This is an optimization exercise on Yosys and OpenROAD, whose aim is small area, a short achievable clock period and few clock cycles per item, not a production implementation. Function was not checked in any run shown here: the RTL went through the layout flow alone. No activity file was given, so power comes from the tool's default toggle rates.

## flow/design.v (module list and top-level ports; edited modules follow where they fit)
// module mul_op: 1803 lines
module mul_op #(parameter INPUTS = 2,
		parameter OUTPUTS = 1,
		parameter DATA_IN_SIZE = 32,
		parameter DATA_OUT_SIZE = 32)
		(
		input clk,
		input rst,
		input [INPUTS * (DATA_IN_SIZE)- 1 : 0]data_in_bus,
		input [INPUTS - 1 : 0]valid_in_bus,
		output [INPUTS - 1 : 0] ready_in_bus,
		output [OUTPUTS * (DATA_OUT_SIZE) - 1 : 0]data_out_bus,
		output [OUTPUTS - 1 : 0]valid_out_bus,
		input 	[OUTPUTS - 1 : 0] ready_out_bus
);
  // ...
==> flow/run.sh <==
#!/bin/bash
# synth_recipe.tcl (not shown) runs the flow's synth.tcl, then flattens the netlist and writes it again
# the make line also repeats each setting of config.mk as NAME=value (left out here)
make -C /OpenROAD-flow-scripts/flow DESIGN_CONFIG=/design/flow/config.mk WORK_HOME=/design/flow/orfs CLKGATE_MAP_FILE= SYNTH_SCRIPT=/design/flow/synth_recipe.tcl finish
==> flow/config.mk <==
export PLATFORM = sky130hd
export DESIGN_NAME = mul_op
export DESIGN_NICKNAME = mul_op
export VERILOG_FILES = /design/flow/design.v
export SDC_FILE = /design/flow/constraint.sdc
export NUM_CORES = 4
export LEC_CHECK = 0
export CAP_MARGIN = 20
export CORE_MARGIN = 2
export CORE_UTILIZATION = 40
export SLEW_MARGIN = 20
==> flow/constraint.sdc <==
create_clock -name core_clock -period 8.0 [get_ports {clk}]
set_input_delay 1.6000 -clock core_clock [delete_from_list [all_inputs] [get_ports {clk}]]
set_output_delay 1.6000 -clock core_clock [all_outputs]
set_load 0.01 [all_outputs]
==> impl_metrics.toml, run 1 <==
[clock_network]
htreeDepth = 1
hold_buffers = 0
root_buffer = "clkbuf_16"

[route]
wl_met1_microns = 30700
wl_met3_microns = 5470
wl_microns = 72300

[hold_path]
whs_path_depth = 2
min-delay-start = "v[0]"

[worst_setup_path]
endpoint = "rL3[155]"
path_buf_inv = 1
crit_path_max_incr_delay_ns = 0.96
r2r_cells = 14
critPathLaunchType = "primary input"
cpLargestDelayFamily = "adder cells"

[sta]
setup_tns_ns = 0
maxClockFrequency_mhz = 207

[power]
maxPowerGroup = "combinational logic"
pg_comb_mw = 8.76
power_frac_seq_pct = 17.8

[floorplanning]
rows = 88
core_area_sq_um = 57600
fp.dieH_microns = 245
n_tap_cell = 765

[yosys]
yosysMostFrequentCell = "inv_1"
synth-xor-area-share_pct = 5.14
ys_top_cells_by_count = "inv_1 (298), a21oi_1 (295), nor2_1 (293)"
ys_types = 65
synth.top_cell.area_share_pct = 25.7
synthMuxAreaShare_pct = 0.237
netlist_top_cells_area = "edfxtp_1 (26%), fa_1 (16%), a21oi_1 (6.3%), inv_1 (4.8%), nor2_1 (4.7%)"

[layout]
syn_to_final_growth_pct = 8.61
largest_reg_flops = 167
multi_input_area_share_pct = 59.2
fin_area_sq_um = 25300

[job]
cap_violations = 0

[run_status]
status = "finished clean"

[global_routing]
grt_pass1_vias = 18800
==> inputs of run 2 (changes only) <==
--- a/flow/config.mk
+++ b/flow/config.mk
@@ -9,3 +9,4 @@
 export CORE_MARGIN = 2
 export CORE_UTILIZATION = 40
+export SETUP_SLACK_MARGIN = 4
 export SLEW_MARGIN = 20
==> run 2 against run 1 <==
Core utilization rose by 2.7 points. Highest routed layer unchanged. Wire length up 6.8%. Via count rose by 2.4%. Final cell count is 1.7% higher. Clock skew rose by 0.016 ns. Critical path type is now reg -> reg. Cell area increased by 6.2%. Largest power group unchanged. First-iteration DRC count increased by 2.7%. Still clean. Global-route usage is 1.1 points higher.
==> impl_metrics.toml, run 2 <==
[power]
power.density_nw_per_um2 = 538
leakage_nw = 10.5
total_power_mw = 14.4
ir_drop_mv = 0.735

[sta]
slew_viol_final = 0
min_period_ns = 4.26
skew_ns = 0.0381
worstMarginPinSlew_ns = 1.00
setup_tns_ns = 0
setup_slack_ns = 3.74
hold_slack_ns = 0.443
period_share_pct = 53.3
maxSlewHeadroom_pct = 33.2
maxClockFrequency_mhz = 235
hold_violations = 0
setup_viol = 0
rsz0062_at_grt = "yes"

[clock_network]
clkTransAtPathRegs_ns = 0.06
htreeDepth = 1
cts_tree = "built"
clock_latency_ns = 0.56
root_buffer = "clkbuf_16"
numCtsBuffers = 26
clock_sinks = 201
clockBufferDepth = 3

[route]
drt_iter0_drc = 2335
wl_microns = 77200
wl_per_cell_microns = 21.7
via_count = 21000
ant_nets = 0
firstDrtPassIters = 9
drc = 0
avgViaCountPerCell = 5.88

[floorplanning]
die_w_microns = 245
dieArea_sq_um = 60100
start_util_pct = 40.4
rows = 88
core_area_sq_um = 57600
io_pins = 104
fp.dieH_microns = 245

[global_routing]
grt.total_usage_pct = 24.8
overflow = 0
antenna_found_initial = 0
grt_pass1_vias = 19100
grt_max_degree = 85
grt_pass1_wl_microns = 115000

[hold_path]
hp-class = "reg -> reg"
min-delay-start = "v[0]"

[layout]
largest_reg_flops = 167
nFillCells = 5416
final_cell_mix = "a21oi_1 (290), nor2_1 (284), nand2_1 (278)"
final_common_cell = "a21oi_1"
drive_above_1_share_pct = 11.8
syn_to_final_growth_pct = 15.3
fin_util_pct = 46.6
num_antenna_cells = 0
fin_nets = 3103

[worst_setup_path]
critPathLaunchType = "flop"
crit_fanout = 5
worstSetupStartpoint = "rL3[42]"
critPathRequiredTime_ns = 8.30
crit_type = "reg -> reg"
cp.arrival_ns = 4.56
endpoint_kind = "flop"
r2r-start = "rL3[42]"

[placed_design]
placement.setup.worst_slack_ns = 2.60
hpwl_microns = 51300
port_buffers = 103
gp_congestion = 0.878

[yosys]
netlist_top_cells_area = "edfxtp_1 (26%), fa_1 (16%), a21oi_1 (6.3%), inv_1 (4.8%), nor2_1 (4.7%)"
synth-seq-area-share_pct = 25.9
syn_avg_cell_area_sq_um = 8.14
yosysMostFrequentCell = "inv_1"
ys_types = 65
ys_top_cells_by_count = "inv_1 (298), a21oi_1 (295), nor2_1 (293)"
ys_async_sr_fraction_pct = 0.995
synth_area_leader_cell = "edfxtp_1"
ys_ff_latch = 201
syn-cell-area_sq_um = 23300
ys_warn_count = 1
synthFlopType = "edfxtp_1"
syn_inst = 2856
synth_edf_count = 199
synth.net_count = 3176
synth.top_cell.area_share_pct = 25.7

[run_status]
status = "finished clean"

[job]
cap_violations = 0
==> run 2: cell counts after synthesis <==
No cell type changed its count.
==> run 2: power breakdown <==
group / total (mW) / switching [mW] / internal (mW) / leakage (nW)
Clock: 1.23 / 0.484 / 0.745 / 0.426
Combinational: 11.0 / 5.84 / 5.21 / 8.04
Sequential: 2.16 / 0.120 / 2.04 / 2.08
Total: 14.4 / 6.44 / 7.99 / 10.5
==> run 2: layer usage <==
metal	global-route usage, %	share of wire [%]	up-vias
li1	-	-	9692
met2	39.6	46	1021
met3	4.14	8.7	190
met4	9.51	4.5	0
met5	0	0	-
met1	33.7	41	10100
==> run 2: worst paths after layout <==
kind                             endpoint  slack [ns]  cells past startpoint
max in group asynchronous            v[1]        6.70                      2
worst min-delay path                 v[1]        0.44                      2
worst max-delay path            p_reg[31]        3.74                     15
worst max register to register  p_reg[31]        3.74                     15
worst min register to register       v[1]        0.44                      2
min in group asynchronous            v[0]        1.19                      2
==> run 2: worst max-delay path: stages (launching register included) <==
cell	delay, ns
edfxtp_1	0.37
inv_1	0.17
fa_1	0.43
inv_1	0.08
fa_2	0.43
fa_1	0.49
ha_4	0.33
and3_4	0.21
nand2_4	0.07
buf_4	0.13
nor3_2	0.17
a221oi_4	0.12
a41o_4	0.27
or3b_4	0.42
a311oi_2	0.23
xnor2_1	0.11
==> run 2: area by class of cell <==
cell class / count / area [sq um] / area share (%)
timing repair buffer: 208 / 2260 / 8.43
sequential: 201 / 6030 / 22.5
multi-input combinational: 2046 / 15500 / 57.8
tap: 765 / 957 / 3.57
clock inverter: 17 / 201 / 0.751
clock buffer: 30 / 687 / 2.56
timing repair inverter: 1 / 5.00 / 0.0187
inverter: 299 / 1180 / 4.40
==> run 2: per-stage QoR <==
| stage | cells | instance area (sq um) |
|---|---|---|
| floorplan | 2856 | 23900 |
| global placement | 3453 | 24500 |
| detailed placement | 3453 | 24500 |
| CTS | 3551 | 26500 |
| global route | 3567 | 26800 |
| finish | 3567 | 26800 |
==> run 2: kinds of logic after synthesis <==
logic type	Yosys count	share of synthesized area, %
mux	5	0.237
buf+inv	611	9.89
simple gates	669	11.8
compound gates	914	24.4
flops	201	25.9
fa+ha+maj	321	22.7
xor+xnor	135	5.14
==> run 2: timing repair <==
action                                  4_1_cts  5_1_grt
hold buffers                                  0        0
pin swaps                                    17       23
gates cloned                                  8        5
buffers inserted                             43       11
resized for setup                           194      103
endpoints found under the setup margin      175       62

separate check: timing with driven ports:
The flow's constraints put no driver on any port. The routed layouts listed below were extracted and timed again, unchanged, in two steps.
Step 1 (the two cells are an assumption about what drives the block):
set clk [get_ports {clk}]
set_driving_cell -lib_cell sky130_fd_sc_hd__clkbuf_16 $clk
set_driving_cell -lib_cell sky130_fd_sc_hd__buf_2 [delete_from_list [all_inputs] $clk]
Step 2 also shifts input and output timing later by t, the mid clock arrival at the registers, as if the neighbouring blocks saw the same clock.
a / b / c = ideal / step 1 / step 2; a / b = the first two.
run	t (ns)	slack for setup (ns)	worst setup path at the end
run 1	0.607	3.177 / 3.185 / 2.579	input to register
run 2	0.609	3.737 / 3.737 / 3.449	input to register
After both steps setup and hold are still met in every run listed. The setup slack of run 1, which loses most, moves by +0.008 ns with the drivers and by -0.598 ns with both steps.
